Context: an optimization exercise on an open-source flow, tuned for small area and a short achievable clock period. The choices shown serve that exercise and are no tape-out recipe.
Only simulation tests tie the RTL to the original design; equivalence was not proved.
Power is estimated from default activity; no workload was simulated.

`flow/design.v`:
```
module adder #(parameter N = 64)
					(input logic [N-1:0] a, b,
					output logic [N-1:0] y);
	assign y = a + b;
endmodule
module alu (input logic [63:0] a, input logic [63:0] b, input logic [3:0] ALUControl,
				output logic [63:0] result, output logic zero);
	always_comb begin
		casez(ALUControl)
			4'b0000: result = a & b;
			4'b0001: result = a | b;
			4'b0010: result = a + b;
			4'b0110: result = a - b;
			4'b0111: result = b;
			default : result = 64'b1;
		endcase
		zero = result === '0 ? '1 : '0;
	end
endmodule
module aludec (input  logic [10:0] funct,  
					input  logic [1:0]  aluop,  
					output logic [3:0] alucontrol);  				
	always_comb
		if (aluop == 2'b00) alucontrol = 4'b0010;			 
		else if (aluop == 2'b01) alucontrol = 4'b0111; 	 
		else if((aluop == 2'b10)  & (funct == 11'b10001011000)) alucontrol = 4'b0010;	 
		else if((aluop == 2'b10)  & (funct == 11'b11001011000)) alucontrol = 4'b0110;	 
		else if((aluop == 2'b10)  & (funct == 11'b10001010000)) alucontrol = 4'b0000;	 
		else if((aluop == 2'b10)  & (funct == 11'b10101010000)) alucontrol = 4'b0001;	 
		else if((aluop == 2'b10)  & (funct == 11'b10010001000 || funct == 11'b10010001001)) alucontrol = 4'b0010;  
		else if((aluop == 2'b10)  & (funct == 11'b11010001000 || funct == 11'b11010001001)) alucontrol = 4'b0110;  
		else alucontrol = 4'b0000;
endmodule
module maindec(
    input logic [10:0] Op,
    output logic Reg2Loc, 
    output logic ALUSrc, 
    output logic MemtoReg, 
    output logic RegWrite, 
    output logic MemRead, 
    output logic MemWrite, 
    output logic Branch,
    output logic [1:0] ALUOp
);
    always_comb begin
        casez (Op)
            11'b111_1100_0010: {Reg2Loc, ALUSrc, MemtoReg, RegWrite, MemRead, MemWrite, Branch, ALUOp} = 9'b011110000; 
            11'b111_1100_0000: {Reg2Loc, ALUSrc, MemtoReg, RegWrite, MemRead, MemWrite, Branch, ALUOp} = 9'b110001000;
            11'b101_1010_0???: {Reg2Loc, ALUSrc, MemtoReg, RegWrite, MemRead, MemWrite, Branch, ALUOp} = 9'b100000101;
            11'b100_0101_1000, 
            11'b110_0101_1000, 
            11'b100_0101_0000, 
            11'b101_0101_0000: {Reg2Loc, ALUSrc, MemtoReg, RegWrite, MemRead, MemWrite, Branch, ALUOp} = 9'b000100010;
				11'b100_1000_100?,
				11'b110_1000_100?: {Reg2Loc, ALUSrc, MemtoReg, RegWrite, MemRead, MemWrite, Branch, ALUOp} = 9'b010100010;
            default: {Reg2Loc, ALUSrc, MemtoReg, RegWrite, MemRead, MemWrite, Branch, ALUOp} = 9'b000000000;
        endcase
    end
endmodule
module controller(input logic [10:0] instr,
						output logic [3:0] AluControl,						
						output logic reg2loc, regWrite, AluSrc, Branch,
											memtoReg, memRead, memWrite);
	logic [1:0] AluOp_s;
	maindec 	decPpal 	(.Op(instr), 
							.Reg2Loc(reg2loc), 
							.ALUSrc(AluSrc), 
							.MemtoReg(memtoReg), 
							.RegWrite(regWrite), 
							.MemRead(memRead), 
							.MemWrite(memWrite), 
							.Branch(Branch), 
							.ALUOp(AluOp_s));	
	aludec 	decAlu 	(.funct(instr), 
							.aluop(AluOp_s), 
							.alucontrol(AluControl));
endmodule
module flopr #(parameter N = 64) (input logic clk,
					input logic reset,
					input logic [N-1:0] d,
					output logic [N-1:0] q);
			always_ff @(posedge clk, posedge reset)
				if (reset) q <= 4'b0;
				else q <= d;
endmodule
module mux2 #(parameter N = 64)
				(input logic [N-1:0] d0, d1,
				input logic s,
				output logic [N-1:0] y);
	assign y = s ? d1 : d0;
endmodule
module sl2 #(parameter N = 64)
				(input logic [N-1:0] a,					
				output logic [N-1:0] y);
	assign y[0] = 1'b0;
	assign y[1] = 1'b0;
	assign y[63:2] = a[61:0];
endmodule
module signext(input logic [31:0] a, output logic [63:0] y);
	always_comb
		casez(a[31:21])
			11'b11111000010,  
			11'b11111000000:  
				y = {{55{a[20]}}, a[20:12]};  
			11'b10110100???:  
				y = {{45{a[23]}}, a[23:5]};  
			11'b100_1000_100?, 11'b110_1000_100?:  
				y = {{52{a[21]}}, a[21:10]};  
			default: y = 0;
		endcase
endmodule
module regfile(input logic clk, input logic we3, input logic [4:0] ra1,
					input logic [4:0] ra2, input logic [4:0] wa3, input logic [63:0] wd3,
					output logic [63:0] rd1, output logic [63:0] rd2);
	logic [63:0] registers [0:30];
	always @(*) begin
	  rd1 <= (ra1 == 5'd31) ? 64'd0 : registers[ra1];
	  rd2 <= (ra2 == 5'd31) ? 64'd0 : registers[ra2];
	end
	always_ff @(posedge clk) begin
	  if (we3 == 1 && wa3 != 5'd31) begin
			registers[wa3] <= wd3;
	  end
	end
endmodule
module fetch #(parameter N = 64)(input logic PCSrc_F,clk,reset,
					input logic [N-1:0] PCBranch_F,
					output logic [N-1:0] imem_addr_F);
	logic [N-1:0] add_out;
	logic [N-1:0] mux2_out;
	mux2 #(N) mux(add_out, PCBranch_F, PCSrc_F, mux2_out);
	flopr #(N) pc(clk, reset, mux2_out, imem_addr_F);
	adder #(N) add(imem_addr_F, N'('d4), add_out);
endmodule
module decode #(parameter N = 64)
					(input logic regWrite_D, reg2loc_D, clk,
					input logic [N-1:0] writeData3_D,
					input logic [31:0] instr_D,
					output logic [N-1:0] signImm_D, readData1_D, readData2_D, 
					input logic [4:0] wa3_D);  
	logic [4:0] ra2;			
	mux2 	#(5) 	ra2mux	(.d0(instr_D[20:16]), .d1(instr_D[4:0]), .s(reg2loc_D), .y(ra2));
	regfile 		registers(.clk(clk), .we3(regWrite_D), .ra1(instr_D[9:5]), .ra2(ra2), .wa3(wa3_D), 
								 .wd3(writeData3_D), .rd1(readData1_D), .rd2(readData2_D));
	signext 		ext		(.a(instr_D), .y(signImm_D));	
endmodule
module execute #(parameter N = 64)  
(
					input logic AluSrc,
					input logic [3:0] AluControl,
					input logic [N-1:0] PC_E, signImm_E, readData1_E, readData2_E,
					output logic [N-1:0] PCBranch_E, aluResult_E, writeData_E,
					output logic zero_E
	);
	logic [N-1:0] MUX_out;
	logic [N-1:0] sl2_out;
	sl2 sl2(signImm_E,sl2_out);
	mux2 mux(readData2_E, signImm_E, AluSrc, MUX_out);
	adder adder(PC_E,sl2_out,PCBranch_E);
	alu alu(readData1_E,MUX_out,AluControl,aluResult_E, zero_E);
	assign writeData_E = readData2_E;
endmodule
module memory 	(input logic Branch_M, zero_M,					
					output logic PCSrc_M);
	assign PCSrc_M = Branch_M & zero_M;
endmodule
module writeback #(parameter N = 64)
					(input logic [N-1:0] aluResult_W, DM_readData_W,
					input logic memtoReg,
					output logic [N-1:0] writeData3_W);					
	mux2 #(64) MtoRmux (.d0(aluResult_W), .d1(DM_readData_W), .s(memtoReg), .y(writeData3_W));
endmodule
module datapath #(parameter N = 64)
					(input logic reset, clk,
					input logic reg2loc,									
					input logic AluSrc,
					input logic [3:0] AluControl,
					input logic	Branch,
					input logic memRead,
					input logic memWrite,
					input logic regWrite,	
					input logic memtoReg,									
					input logic [31:0] IM_readData,
					input logic [N-1:0] DM_readData,
					output logic [N-1:0] IM_addr, DM_addr, DM_writeData,
					output logic DM_writeEnable, DM_readEnable );					
	logic PCSrc;
	logic [N-1:0] PCBranch_E, aluResult_E, writeData_E, writeData3; 
	logic [N-1:0] signImm_D, readData1_D, readData2_D;
	logic zero_E;
	logic [95:0] qIF_ID;
	logic [270:0] qID_EX;
	logic [202:0] qEX_MEM;
	logic [134:0] qMEM_WB;
	fetch 	#(64) 	FETCH 	(.PCSrc_F(PCSrc),
										.clk(clk),
										.reset(reset),
										.PCBranch_F(qEX_MEM[197:134]),
										.imem_addr_F(IM_addr));								
	flopr 	#(96)		IF_ID 	(.clk(clk),
										.reset(reset), 
										.d({IM_addr, IM_readData}),
										.q(qIF_ID));
	decode 	#(64) 	DECODE 	(.regWrite_D(qMEM_WB[134]),
										.reg2loc_D(reg2loc), 
										.clk(clk),
										.writeData3_D(writeData3),
										.instr_D(qIF_ID[31:0]), 
										.signImm_D(signImm_D), 
										.readData1_D(readData1_D),
										.readData2_D(readData2_D),
										.wa3_D(qMEM_WB[4:0]));				
	flopr 	#(271)	ID_EX 	(.clk(clk),
										.reset(reset), 
										.d({AluSrc, AluControl, Branch, memRead, memWrite, regWrite, memtoReg,	
											qIF_ID[95:32], signImm_D, readData1_D, readData2_D, qIF_ID[4:0]}),
										.q(qID_EX));	
	execute 	#(64) 	EXECUTE 	(.AluSrc(qID_EX[270]),
										.AluControl(qID_EX[269:266]),
										.PC_E(qID_EX[260:197]), 
										.signImm_E(qID_EX[196:133]), 
										.readData1_E(qID_EX[132:69]), 
										.readData2_E(qID_EX[68:5]), 
										.PCBranch_E(PCBranch_E), 
										.aluResult_E(aluResult_E), 
										.writeData_E(writeData_E), 
										.zero_E(zero_E));											
	flopr 	#(203)	EX_MEM 	(.clk(clk),
										.reset(reset), 
										.d({qID_EX[265:261], PCBranch_E, zero_E, aluResult_E, writeData_E, qID_EX[4:0]}),
										.q(qEX_MEM));	
	memory				MEMORY	(.Branch_M(qEX_MEM[202]), 
										.zero_M(qEX_MEM[133]), 
										.PCSrc_M(PCSrc));
	assign DM_writeData = qEX_MEM[68:5];
	assign DM_addr = qEX_MEM[132:69];
	assign DM_writeEnable = qEX_MEM[200];
	assign DM_readEnable = qEX_MEM[201];
	flopr 	#(135)	MEM_WB 	(.clk(clk),
										.reset(reset), 
										.d({qEX_MEM[199:198], qEX_MEM[132:69],	DM_readData, qEX_MEM[4:0]}),
										.q(qMEM_WB));
	writeback #(64) 	WRITEBACK (.aluResult_W(qMEM_WB[132:69]), 
										.DM_readData_W(qMEM_WB[68:5]), 
										.memtoReg(qMEM_WB[133]), 
										.writeData3_W(writeData3));		
endmodule
module processor_arm #(parameter N = 64)
							(input logic CLOCK_50, reset,
							output logic [N-1:0] IM_addr,
							input  logic [31:0] IM_readData,
							output logic [N-1:0] DM_writeData, DM_addr,
							output logic DM_writeEnable, DM_readEnable,
							input  logic [N-1:0] DM_readData);
	logic [31:0] q;
	logic [3:0] AluControl;
	logic reg2loc, regWrite, AluSrc, Branch, memtoReg, memRead, memWrite;
	logic [10:0] instr;
	assign q = IM_readData;
	controller 		c 			(.instr(instr), 
									.AluControl(AluControl), 
									.reg2loc(reg2loc), 
									.regWrite(regWrite), 
									.AluSrc(AluSrc), 
									.Branch(Branch),
									.memtoReg(memtoReg), 
									.memRead(memRead), 
									.memWrite(memWrite));
	datapath #(64) dp 		(.reset(reset), 
									.clk(CLOCK_50), 
									.reg2loc(reg2loc), 
									.AluSrc(AluSrc), 
									.AluControl(AluControl), 
									.Branch(Branch), 
									.memRead(memRead),
									.memWrite(memWrite), 
									.regWrite(regWrite), 
									.memtoReg(memtoReg), 
									.IM_readData(q), 
									.DM_readData(DM_readData), 
									.IM_addr(IM_addr), 
									.DM_addr(DM_addr), 
									.DM_writeData(DM_writeData), 
									.DM_writeEnable(DM_writeEnable), 
									.DM_readEnable(DM_readEnable));				
	flopr #(11)		IF_ID_TOP(.clk(CLOCK_50),
									.reset(reset), 
									.d(q[31:21]), 
									.q(instr));
endmodule
```
`flow/run.sh`:
```
#!/bin/bash
# synth_recipe.tcl (not shown) runs the flow's synth.tcl, then flattens the netlist and writes it again
# the make line also repeats each setting of config.mk as NAME=value (left out here)
make -C /OpenROAD-flow-scripts/flow DESIGN_CONFIG=/design/flow/config.mk WORK_HOME=/design/flow/orfs CLKGATE_MAP_FILE= SYNTH_SCRIPT=/design/flow/synth_recipe.tcl finish
```
`flow/config.mk`:
```
export PLATFORM = sky130hd
export DESIGN_NAME = processor_arm
export DESIGN_NICKNAME = processor_arm
export VERILOG_FILES = /design/flow/design.v
export SDC_FILE = /design/flow/constraint.sdc
export NUM_CORES = 4
export LEC_CHECK = 0
export CAP_MARGIN = 20
export CORE_MARGIN = 2
export CORE_UTILIZATION = 40
export SLEW_MARGIN = 20
```
`flow/constraint.sdc`:
```
create_clock -name core_clock -period 10.0 [get_ports {CLOCK_50}]
set_input_delay 2.0000 -clock core_clock [delete_from_list [all_inputs] [get_ports {CLOCK_50}]]
set_output_delay 2.0000 -clock core_clock [all_outputs]
set_load 0.01 [all_outputs]
```
==> flow_summary.toml <==
[outcome]
status = "timing/DRC/antenna clean"

[drt]
drcViolationCount = 0
viasPerCell = 6.22
finalWirelength_microns = 446000
drtIter0Drc = 10900
num_vias = 90100
dr.pass1.iters = 6
drt-wirelength-per-cell_microns = 30.8
ant_nets = 0

[clock_network]
cts.hold.buffers_added = 0
clock-sinks = 2705
cts_tree = "yes"
cts_buffers = 303
cts_setup_buffers = 0
clockBufferDepth = 4
ctsResizeCount = 0
htreeDepth = 5
clk_latency_ns = 0.92
clk_pin_slew_ns = 0.06
root_buffer = "clkbuf_16"

[synth]
syn_inst = 10100
ys_types = 89
synth_top_cells_by_count = "2265 x nand2_1, 1984 x edfxtp_1, 721 x dfrtp_1"
ys_seq_elements = 2705
synth.most_common_cell = "nand2_1"
syn_area_per_cell_sq_um = 12.6
synth_area_sq_mm = 0.128
ys_warn_count = 11
synth-async-reset-ratio_pct = 26.7
yosysTopAreaCell = "edfxtp_1"
synthFlopType = "edfxtp_1"
synth_edf_count = 1984
yosys-top-cells-area = "edfxtp_1 47%, dfrtp_1 14%, mux4_2 10%"
ys_seq_area_share_pct = 60.7
synth_nets = 10300
synth.top_cell.area_share_pct = 46.6

[finish]
fin_area_sq_mm = 0.145
nNetsFinal = 10300
syn2layout_area_growth_pct = 13.2
fill_cells = 27800
drive_gt1_share_pct = 13.6

[global_route]
grt_pass1_wl_microns = 633000
grt_pass1_vias = 87700
grt_usage_pct = 26.9
grt_remaining_overflow = 0
grt_antenna_before_repair = 25
grt_max_degree = 149

[floorplanning]
initial_core_util_pct = 40.2
rows = 207
dieHeight_microns = 569
die_x_microns = 569
pin_count = 292
core-area_sq_mm = 0.318
die_area_sq_mm = 0.324

[sta]
fin_crit_sh_pct = 93.3
rsz0062_at_grt = "no"
hold_viol_final = 0
setup-violations-final = 0
timing.slew.headroom_pct = 23.0
post-route-min-period_ns = 9.33
tightest_slew_ns = 1.13
final_max_slew_viol_count = 0
clock_skew_ns = 0.0566
fmax_mhz = 107
setup_slack_ns = 0.669

[pwr]
p_total_w = 0.0302
vdd_drop_max_v = 0.000150
p_leak_nw = 52.3
p_per_area_mw_per_mm2 = 209

[placed_design]
place_ws_ns = 0.736
gp_congestion = 0.968
placed_area_sq_mm = 0.134
io_buffers = 291
dp_hpwl_microns = 266000

[setup_path]
end_kind = "register"
crit_fanout = 20
crit_buf_inv = 2
startpoint_type = "register"
max_stage_delay_ns = 0.64
cp_slowest_cell = "dfrtp_4"
cpLargestDelayFamily = "simple AND/OR/NAND/NOR gates"
crit_type = "register to register"
required_ns = 10.80
worstPathArrival_ns = 10.13

[job]
cap_violations = 0

[worst_hold_path]
hold_class = "register to register"
==> cell families (layout without fill, tap and decap cells) <==
group	after synthesis	in the layout	synth area share [%]
buffers and inverters	938	1122	3.18
other	0	7	0
AOI/OAI and AO/OA	1522	1522	8.17
muxes	818	818	12.2
DFF	2705	2705	60.7
and+or+nand+nor	3736	3736	12.6
xor gates and xnor gates	218	218	1.49
adders and majority gates	183	183	1.70
==> per-layer routing <==
metal	part of all wire [%]	routed length (microns)	vias to the layer above	global-route usage, %
li1	-	-	37900	-
met1	40	176000	46100	36.4
met2	45	199000	5043	40.7
met3	9.3	41600	1039	4.86
met4	6.4	28700	22	15.3
met5	0.033	146	-	0
==> state kept, by name, indices dropped and copies added (netlist names) <==
| signal | flops |
|---|---|
| IF_ID_TOP.q | 10 |
| dp.DECODE.registers.registers | 1984 |
| dp.EX_MEM.q | 202 |
| dp.FETCH.pc.q | 64 |
| dp.ID_EX.q | 224 |
| dp.IF_ID.q | 86 |
| dp.MEM_WB.q | 135 |
==> cells in the final DEF (no fill, tap or decap), types with 40 or more instances in the layout <==
master	count
a21o_1	84
a31oi_1	155
a311oi_1	386
mux2_2	79
a22oi_1	40
nor2_1	357
edfxtp_1	1984
nand2_1	2264
mux2i_1	152
nand4_1	55
nor3_1	58
mux4_2	576
clkbuf_1	62
clkdlybuf4s50_1	291
xor2_1	94
clkinv_1	40
maj3_1	52
dfrtp_1	712
a211oi_1	83
o21ai_0	256
xnor2_1	124
a21oi_1	315
clkbuf_16	311
and3_1	217
buf_4	167
nand3_1	576
inv_1	80
ha_1	128
==> where the power goes <==
part / internal [W] / switching (W)
Combinational: 0.00136 / 0.00316
Clock: 0.00667 / 0.00472
Sequential: 0.0137 / 0.000595
Total: 0.0217 / 0.00847
==> path summary, 6_finish.rpt <==
path | start | end | slack, ns | cells past startpoint
worst max-delay path | dp.ID_EX.q[270] | dp.EX_MEM.q[133] | 0.67 | 27
worst min-delay path | dp.IF_ID.q[71] | dp.ID_EX.q[236] | 0.34 | 0
worst max register to register | dp.ID_EX.q[270] | dp.EX_MEM.q[133] | 0.67 | 27
worst min register to register | dp.IF_ID.q[71] | dp.ID_EX.q[236] | 0.34 | 0
max in group asynchronous | reset | dp.FETCH.pc.q[45] | 6.65 | 4
min in group asynchronous | reset | dp.FETCH.pc.q[24] | 1.65 | 3
==> layout make-up <==
cell class | count | area [sq um] | share of cell area, %
multi-input cells | 6477 | 46500 | 32.2
repair buffers | 488 | 4770 | 3.30
clock buffers | 406 | 8470 | 5.86
inverters | 83 | 315 | 0.218
flip-flops and latches | 2705 | 77700 | 53.7
diodes | 7 | 17.5 | 0.0121
clock inverters | 145 | 1650 | 1.14
well taps | 4180 | 5230 | 3.62
==> through the flow <==
| stage | instances | util (%) | hold WS (ns) | setup TNS, ns |
|---|---|---|---|---|
| after global placement | 13900 | 42.3 | 0.334 | 0 |
| after CTS | 14500 | 45.5 | 0.342 | 0 |
| after detailed placement | 13900 | 42.3 | 0.335 | 0 |
| final | 14500 | 45.5 | 0.337 | 0 |
| after floorplan | 10100 | - | 0.331 | -1352.39 |
| after global routing | 14500 | 45.5 | 0.348 | 0 |

port drivers added, routing unchanged:
How much do the figures lean on ideal ports? The routed layout below was timed once more, with nothing changed but the port constraints.
Step 1, drivers: a clkbuf_16 drives CLOCK_50 and a buf_2 each remaining input, both assumed.
Step 2 times the ports against the registers' clock, not the clock port: input delays grow and output delays shrink by t, the midpoint of the rising clock arrivals with the driver on.
Slacks: ideal / step 1 / step 2; pairs: ideal / step 1.
shift t [ns]: 0.994
slack for setup (ns): 0.669 / 0.669 / 0.669
hold slack, ns: 0.337 / 0.337 / 0.337
pins driven straight from the clock port: 1
After both steps setup and hold are still met in this run. For this run, drivers alone change the setup slack by 0.000 ns; drivers and shift together by 0.000 ns.
